What follows belongs to an exercise in optimizing a design on an open flow for small area, a short achievable clock period and few clock cycles; a production flow would make more cautious choices. Where RTL was checked, it was by simulation tests only, not by an equivalence proof against the original.

job 7443:
## Mips_Top
module Mips_Top (
  input     wire              CLK,
  input     wire              RST,
  output    wire    [31:0]    PC,
  input     wire    [31:0]    Instr,
  output    wire    [31:0]    DataAddr,
  output    wire    [31:0]    WriteData,
  output    wire              MemWrite,
  input     wire    [31:0]    ReadData);
  localparam [5:0] OP_R    = 6'b000000;
  localparam [5:0] OP_ADDI = 6'b001000;
  localparam [5:0] OP_LW   = 6'b100011;
  localparam [5:0] OP_SW   = 6'b101011;
  localparam [5:0] OP_BEQ  = 6'b000100;
  localparam [5:0] OP_J    = 6'b000010;
  localparam [2:0] ALU_ADD = 3'd0;
  localparam [2:0] ALU_SUB = 3'd1;
  localparam [2:0] ALU_AND = 3'd2;
  localparam [2:0] ALU_OR  = 3'd3;
  localparam [2:0] ALU_SLT = 3'd4;
  localparam [2:0] ALU_MUL = 3'd5;
  reg  [31:0] pc_q;
  reg         e_valid;
  reg         e_we, e_lw, e_sw, e_beq, e_mul, e_imm;
  reg  [2:0]  e_op;
  reg  [4:0]  e_dst;
  reg  [15:0] e_immv;
  reg  [31:0] e_A, e_B;
  reg         e_fam, e_faw, e_fbm, e_fbw;    
  reg         m_valid;
  reg         m_we, m_lw, m_mul;
  reg  [4:0]  m_dst;
  reg  [31:0] m_alu, m_c;
  reg  [15:0] m_ah;
  reg  [16:0] m_bh;
  reg  [31:0] wd_q;
  reg         mw_q;
  reg         w_valid;
  reg  [4:0]  w_dst;
  reg  [31:0] w_data;
  ...
For scale: roughly 5900 cells after synthesis, about 1300 flip-flops, ~160 I/O pins, about 70000 sq um of cells after synthesis.
==> flow/config.mk <==
export PLATFORM = sky130hd
export DESIGN_NAME = Mips_Top
export DESIGN_NICKNAME = Mips_Top
export VERILOG_FILES = /design/flow/design.v
export SDC_FILE = /design/flow/constraint.sdc
export NUM_CORES = 8
export LEC_CHECK = 0
export CAP_MARGIN = 20
export CORE_MARGIN = 2
export CORE_UTILIZATION = 40
export CTS_CLUSTER_DIAMETER = 100
export CTS_CLUSTER_SIZE = 25
export SLEW_MARGIN = 20
==> flow/constraint.sdc <==
create_clock -name core_clock -period 24.0 [get_ports {CLK}]
set_input_delay 4.8000 -clock core_clock [delete_from_list [all_inputs] [get_ports {CLK}]]
set_output_delay 4.8000 -clock core_clock [all_outputs]
set_load 0.01 [all_outputs]
standard.sh (not shown) runs the stock make flow with config.mk's settings and CLKGATE_MAP_FILE= SYNTH_SCRIPT=/design/flow/synth_recipe.tcl, a recipe that flattens the netlist after the stock synthesis.
==> flow/flow/run.sh <==
#!/bin/bash
# The standard ORFS layout (standard.sh), in two calls:
#  1. synthesis and floorplan with no setup margin, so the floorplan's
#     timing repair (which sees no wires yet) leaves the netlist alone;
#  2. the rest, with repair_timing asked for a setup slack margin, so the
#     placed design is repaired towards a shorter achieved period.
# The design is laid out and signed off at the design's clock and
# constraints throughout.
set -euo pipefail
bash standard.sh SETUP_SLACK_MARGIN=0 floorplan > standard_floorplan.log 2>&1
bash standard.sh SETUP_SLACK_MARGIN=17.9 finish > standard.log 2>&1
#### Input delta (job 5892 over job 7443)
diff --git a/flow/design.v b/flow/design.v
--- a/flow/design.v
+++ b/flow/design.v
@@ -1039,15 +1039,15 @@
   reg         e_fam, e_faw, e_fbm, e_fbw;    
   reg         m_valid;
   reg         m_we, m_lw, m_mul;
   reg  [4:0]  m_dst;
   reg  [31:0] m_alu, m_c;
   reg  [15:0] m_ah;
   reg  [16:0] m_bh;
-  reg  [31:0] wd_q;
+  reg  [31:0] da_q, wd_q;
   reg         mw_q;
   reg         w_valid;
   reg  [4:0]  w_dst;
   reg  [31:0] w_data;
   wire        m_wen;           
   wire [31:0] m_res;           
   wire [31:0] rf_rd1, rf_rd2;
@@ -1111,15 +1111,15 @@
   wire [29:0] e_tgt   = pc_q[31:2] + {{14{e_immv[15]}}, e_immv};
   wire [31:0] mul_s2, mul_c2;
   Mul_CSA2 U_Mul_CSA2 (.S(m_alu), .C(m_c), .A(m_ah), .B(m_bh), .S2(mul_s2), .C2(mul_c2));
   wire [31:0] mulres = mul_s2 + mul_c2;
   assign m_res = m_lw ? ReadData : (m_mul ? mulres : m_alu);
   assign m_wen = m_valid & m_we;
   assign PC        = pc_q;
-  assign DataAddr  = m_alu;      
+  assign DataAddr  = da_q;
   assign WriteData = wd_q;
   assign MemWrite  = mw_q;
   wire [31:0] pc4   = pc_q + 32'd4;
   wire [29:0] f_btg   = {pc4[31:7], f_blo[4:0]};
   wire        s_e  = RST & e_taken;
   wire        s_h  = RST & ~e_taken & f_stall;
   wire        s_j  = RST & ~e_taken & ~f_stall & f_isj;
@@ -1169,12 +1169,13 @@
     e_faw  <= m_wen & (f_rs == m_dst);
     e_fbw  <= m_wen & (f_rt == m_dst);
     m_we   <= e_we;
     m_dst  <= e_dst;
     m_c    <= mul_c;
     m_ah   <= srcA[15:0];
     m_bh   <= rtv[31:15];
+    da_q   <= sum[31:0];
     wd_q   <= rtv;
     w_dst  <= m_dst;
     w_data <= m_res;
   end
 endmodule
### Flow results
- The die boundary height in job 5892 was higher than what job 7443 gave.
- On job 5892: sequential share of layout area is 1.8 points higher than what job 7443 gave.
- Job 5892 vs job 7443: overall routed net length down by a few percent
- Comparing job 7443 and job 5892, the higher average footprint of a synthesized cell was measured on job 5892.
- Xor and xnor fraction of the mapped netlist area is lower on job 5892
- Looking at job 7443 and job 5892, the maximum frequency is a wash.
- When job 5892 is set beside job 7443, its worst setup slack after layout turns out to be 8.5 ps smaller.
- Looking at number of clock buffers in the layout, job 5892 sits 7 above job 7443.
- Of the two candidates, job 7443 has the worse design area and job 5892 the better one.
- Summary: with job 7443 as the reference, number of sinks on the clock net in job 5892 moved up by a few percent.
- Job 5892 vs. job 7443: count of different cell masters after synthesis went down by 9.7%.
Testbench counts of job 5892, summed over its fixed seeds: cycles 35,985.
The RTL of job 7443 was laid out without a check of its function.

========
Mips_Top, a different RTL version from the one above (not shown whole).
Size: ~6300 cells after synthesis, roughly 1400 flip-flops, ~160 I/O pins, roughly 74000 um^2 of cells after synthesis.
==> module Mips_Top, before the edit <==
module Mips_Top (
  input     wire              CLK,
  input     wire              RST,
  output    wire    [31:0]    PC,
  input     wire    [31:0]    Instr,
  output    wire    [31:0]    DataAddr,
  output    wire    [31:0]    WriteData,
  output    wire              MemWrite,
  input     wire    [31:0]    ReadData);
  localparam [5:0] OP_R    = 6'b000000;
  localparam [5:0] OP_ADDI = 6'b001000;
  localparam [5:0] OP_LW   = 6'b100011;
  localparam [5:0] OP_SW   = 6'b101011;
  localparam [5:0] OP_BEQ  = 6'b000100;
  localparam [5:0] OP_J    = 6'b000010;
  localparam [2:0] ALU_ADD = 3'd0;
  localparam [2:0] ALU_SUB = 3'd1;
  localparam [2:0] ALU_AND = 3'd2;
  localparam [2:0] ALU_OR  = 3'd3;
  localparam [2:0] ALU_SLT = 3'd4;
  localparam [2:0] ALU_MUL = 3'd5;
  reg  [31:0] pc_q;
  reg         e_valid;
  reg         e_we, e_lw, e_sw, e_beq, e_mul, e_imm;
  reg  [2:0]  e_op;
  reg  [4:0]  e_dst;
  reg  [15:0] e_immv;
  reg  [31:0] e_A, e_B;
  reg         e_av, e_bv;
  reg         e_fam, e_faw, e_fbm, e_fbw;    
  reg         m_valid;
  reg         m_we, m_lw, m_mul;
  reg  [4:0]  m_dst;
  reg  [31:0] m_alu, m_c;
  reg  [12:0] m_ah, m_bh;
  reg  [31:0] da_q, wd_q;
  reg         mw_q;
  reg         w_valid;
  reg  [4:0]  w_dst;
  reg  [31:0] w_data;
  wire [31:0] rf_rd1, rf_rd2;
  wire        rf_v1, rf_v2;
  Register_File U_Register_File (
    .CLK(CLK), .RST(RST),
    .RA1(Instr[25:21]), .RA2(Instr[20:16]),
    .WE(m_wen), .WA(m_dst), .WD(m_res),
    .RD1(rf_rd1), .RD2(rf_rd2), .V1(rf_v1), .V2(rf_v2));
  wire [5:0]  f_op  = Instr[31:26];
  wire [4:0]  f_rs  = Instr[25:21];
  wire [4:0]  f_rt  = Instr[20:16];
  wire [4:0]  f_rd  = Instr[15:11];
  wire [5:0]  f_fn  = Instr[5:0];
  wire f_isr    = (f_op == OP_R);
  wire f_isaddi = (f_op == OP_ADDI);
  wire f_islw   = (f_op == OP_LW);
  wire f_issw   = (f_op == OP_SW);
  wire f_isbeq  = (f_op == OP_BEQ);
  wire f_isj    = (f_op == OP_J);
  wire f_use_rs = f_isr | f_isaddi | f_islw | f_issw | f_isbeq;
  wire f_use_rt = f_isr | f_issw | f_isbeq;
  reg  [2:0] f_aluop;
  always @(*) begin
    f_aluop = ALU_ADD;
    if (f_isr) begin
      case (f_fn)
        6'b100010: f_aluop = ALU_SUB;
        6'b100100: f_aluop = ALU_AND;
        6'b100101: f_aluop = ALU_OR;
        6'b101010: f_aluop = ALU_SLT;
        6'b011100: f_aluop = ALU_MUL;
        default:   f_aluop = ALU_ADD;
      endcase
    end
  end
  wire e_late  = e_valid & (e_lw | e_mul);
  wire f_stall = e_late & ((f_use_rs & (f_rs == e_dst)) | (f_use_rt & (f_rt == e_dst)));
  wire [31:0] e_Ar = e_av ? e_A : 32'd0;
  wire [31:0] e_Br = e_bv ? e_B : 32'd0;
  wire [31:0] srcA = e_fam ? m_alu : e_faw ? w_data : e_Ar;
  wire [31:0] rtv  = e_fbm ? m_alu : e_fbw ? w_data : e_Br;
  wire [31:0] sext = {{16{e_immv[15]}}, e_immv};
  wire [31:0] srcB = e_imm ? sext : rtv;
  wire        is_sub = (e_op == ALU_SUB) | (e_op == ALU_SLT);
  wire [32:0] sum    = {1'b0, srcA} + {1'b0, is_sub ? ~srcB : srcB} + {32'd0, is_sub};
  wire        ltu    = ~sum[32];
  wire [31:0] mul_s, mul_c;
  Mul_CSA U_Mul_CSA (.A(srcA), .B(rtv[18:0]), .S(mul_s), .C(mul_c));
  reg  [31:0] alu;
  always @(*) begin
    case (e_op)
      ALU_AND: alu = srcA & srcB;
      ALU_OR:  alu = srcA | srcB;
      ALU_SLT: alu = {31'd0, ltu};
      ALU_MUL: alu = mul_s;
      default: alu = sum[31:0];
    endcase
  end
  wire        e_taken = e_valid & e_beq & (srcA == rtv);
  wire [29:0] e_tgt   = pc_q[31:2] + {{14{e_immv[15]}}, e_immv};
  wire [31:0] mul_s2, mul_c2;
  Mul_CSA2 U_Mul_CSA2 (.S(m_alu), .C(m_c), .A(m_ah), .B(m_bh), .S2(mul_s2), .C2(mul_c2));
  wire [31:0] mulres = mul_s2 + mul_c2;
  wire [31:0] m_res  = m_lw ? ReadData : (m_mul ? mulres : m_alu);
  wire        m_wen  = m_valid & m_we;
  assign PC        = pc_q;
  assign DataAddr  = da_q;
  assign WriteData = wd_q;
  assign MemWrite  = mw_q;
  wire [31:0] pc4  = pc_q + 32'd4;
  wire [31:0] pc_n = e_taken ? {e_tgt, 2'b00} :
                     f_stall ? pc_q :
                     f_isj   ? {pc4[31:28], Instr[25:0], 2'b00} : pc4;
  always @(posedge CLK or negedge RST) begin
    if (!RST) pc_q <= 32'd0;
    else      pc_q <= pc_n;
  end
  always @(posedge CLK or negedge RST) begin
    if (!RST) begin
      e_valid <= 1'b0;
      m_valid <= 1'b0;
      w_valid <= 1'b0;
      mw_q    <= 1'b0;
    end else begin
      e_valid <= ~e_taken & ~f_stall & f_use_rs;
      m_valid <= e_valid;
      w_valid <= m_wen;
      mw_q    <= e_valid & e_sw;
    end
  end
  always @(posedge CLK) begin
    e_we   <= f_isr | f_isaddi | f_islw;
    e_lw   <= f_islw;
    e_sw   <= f_issw;
    e_beq  <= f_isbeq;
    e_mul  <= f_isr & (f_fn == 6'b011100);
    e_imm  <= f_isaddi | f_islw | f_issw;
    e_op   <= f_aluop;
    e_dst  <= f_isr ? f_rd : f_rt;
    e_immv <= Instr[15:0];
    e_A    <= rf_rd1;
    e_B    <= rf_rd2;
    e_av   <= rf_v1;
    e_bv   <= rf_v2;
    e_fam  <= e_valid & e_we & ~e_lw & ~e_mul & (f_rs == e_dst);
    e_fbm  <= e_valid & e_we & ~e_lw & ~e_mul & (f_rt == e_dst);
    e_faw  <= m_wen & (f_rs == m_dst);
    e_fbw  <= m_wen & (f_rt == m_dst);
    m_we   <= e_we;
    m_lw   <= e_lw;
    m_mul  <= e_mul;
    m_dst  <= e_dst;
    m_alu  <= alu;
    m_c    <= mul_c;
    m_ah   <= srcA[12:0];
    m_bh   <= rtv[31:19];
    da_q   <= sum[31:0];
    wd_q   <= rtv;
    w_dst  <= m_dst;
    w_data <= m_res;
  end
endmodule
==> flow/config.mk <==
export PLATFORM = sky130hd
export DESIGN_NAME = Mips_Top
export DESIGN_NICKNAME = Mips_Top
export VERILOG_FILES = /design/flow/design.v
export SDC_FILE = /design/flow/constraint.sdc
export NUM_CORES = 8
export LEC_CHECK = 0
export CAP_MARGIN = 20
export CORE_MARGIN = 2
export CORE_UTILIZATION = 40
export SLEW_MARGIN = 20
==> flow/constraint.sdc <==
create_clock -name core_clock -period 24.0 [get_ports {CLK}]
set_input_delay 4.8000 -clock core_clock [delete_from_list [all_inputs] [get_ports {CLK}]]
set_output_delay 4.8000 -clock core_clock [all_outputs]
set_load 0.01 [all_outputs]
==> flow/flow/run.sh <==
#!/bin/bash
# The standard ORFS layout, with repair_timing asked for setup slack
# margin: the design is laid out and signed off at the design's clock and
# constraints, and the repair steps aim at a shorter achieved period.
set -euo pipefail
bash standard.sh SETUP_SLACK_MARGIN=17.7 finish > standard.log 2>&1
Then changed:
--- a/flow/design.v
+++ b/flow/design.v
@@ -1148,14 +1148,16 @@
   wire f_isr    = (f_op == OP_R);
   wire f_isaddi = (f_op == OP_ADDI);
   wire f_islw   = (f_op == OP_LW);
   wire f_issw   = (f_op == OP_SW);
   wire f_isbeq  = (f_op == OP_BEQ);
   wire f_isj    = (f_op == OP_J);
-  wire f_use_rs = f_isr | f_isaddi | f_islw | f_issw | f_isbeq;
-  wire f_use_rt = f_isr | f_issw | f_isbeq;
+  wire f_isbu   = f_isbeq & (f_rs == f_rt);
+  wire f_isbc   = f_isbeq & ~(f_rs == f_rt);
+  wire f_use_rs = f_isr | f_isaddi | f_islw | f_issw | f_isbc;
+  wire f_use_rt = f_isr | f_issw | f_isbc;
   reg  [2:0] f_aluop;
   always @(*) begin
     f_aluop = ALU_ADD;
     if (f_isr) begin
       case (f_fn)
         6'b100010: f_aluop = ALU_SUB;
@@ -1198,16 +1200,18 @@
   wire [31:0] m_res  = m_lw ? ReadData : (m_mul ? mulres : m_alu);
   wire        m_wen  = m_valid & m_we;
   assign PC        = pc_q;
   assign DataAddr  = da_q;
   assign WriteData = wd_q;
   assign MemWrite  = mw_q;
-  wire [31:0] pc4  = pc_q + 32'd4;
-  wire [31:0] pc_n = e_taken ? {e_tgt, 2'b00} :
-                     f_stall ? pc_q :
-                     f_isj   ? {pc4[31:28], Instr[25:0], 2'b00} : pc4;
+  wire [31:0] pc4   = pc_q + 32'd4;
+  wire [29:0] f_btg = pc4[31:2] + {{14{Instr[15]}}, Instr[15:0]};
+  wire [31:0] pc_n  = e_taken ? {e_tgt, 2'b00} :
+                      f_stall ? pc_q :
+                      f_isj   ? {pc4[31:28], Instr[25:0], 2'b00} :
+                      f_isbu  ? {f_btg, 2'b00} : pc4;
   always @(posedge CLK or negedge RST) begin
     if (!RST) pc_q <= 32'd0;
     else      pc_q <= pc_n;
   end
   always @(posedge CLK or negedge RST) begin
     if (!RST) begin
@@ -1223,13 +1227,13 @@
     end
   end
   always @(posedge CLK) begin
     e_we   <= f_isr | f_isaddi | f_islw;
     e_lw   <= f_islw;
     e_sw   <= f_issw;
-    e_beq  <= f_isbeq;
+    e_beq  <= f_isbc;
     e_mul  <= f_isr & (f_fn == 6'b011100);
     e_imm  <= f_isaddi | f_islw | f_issw;
     e_op   <= f_aluop;
     e_dst  <= f_isr ? f_rd : f_rt;
     e_immv <= Instr[15:0];
     e_A    <= rf_rd1;
After rerunning:
- cell area goes up by a few percent
- sequential cell count stays the same
- synthesized cell count rose by a few percent
- critical path depth rises by 6
- sequential share of layout area is lower by 1.5 points
- first-iteration DRC count is lower by a few percent
- routed wire length increases by a few percent
- via count grows by a few percent
- cell count rose by a few percent
- global-route usage is about the same
Testbench counts after the change, summed over its fixed seeds: cycles 35,865.
No functional check of the RTL was part of the first run of this note.

static timing again, ports no longer ideal:
Ports are ideal in the flow. The routed layouts listed here were re-timed in OpenROAD.
Step 1 assumes that a clkbuf_16 drives the clock port and a buf_2 every other input.
Step 2 times the ports against the registers' clock, not the clock port: input delays grow and output delays shrink by t, the midpoint of the rising clock arrivals with the driver on.
Slacks: no drivers / after step 1 / after step 2; pairs: no drivers / after step 1.
run	t, ns	setup WS [ns]	hold WS [ns]	slew at the worst register clock pin (ns)
job 7443	0.807	17.780 / 17.689 / 16.950	0.348 / 0.348 / 0.348	0.11 / 0.11
job 5892	0.810	17.772 / 17.816 / 17.006	0.400 / 0.400 / 0.400	0.11 / 0.11
the first run of note 2	0.907	17.638 / 17.627 / 16.779	0.358 / 0.358 / 0.358	0.07 / 0.07
the second run of note 2	0.901	17.266 / 17.300 / 16.399	0.358 / 0.358 / 0.358	0.08 / 0.08
After both steps setup and hold are still met in every run listed. The setup slack of the second run of note 2, which loses most, moves by +0.034 ns with the drivers and by -0.867 ns with both steps.
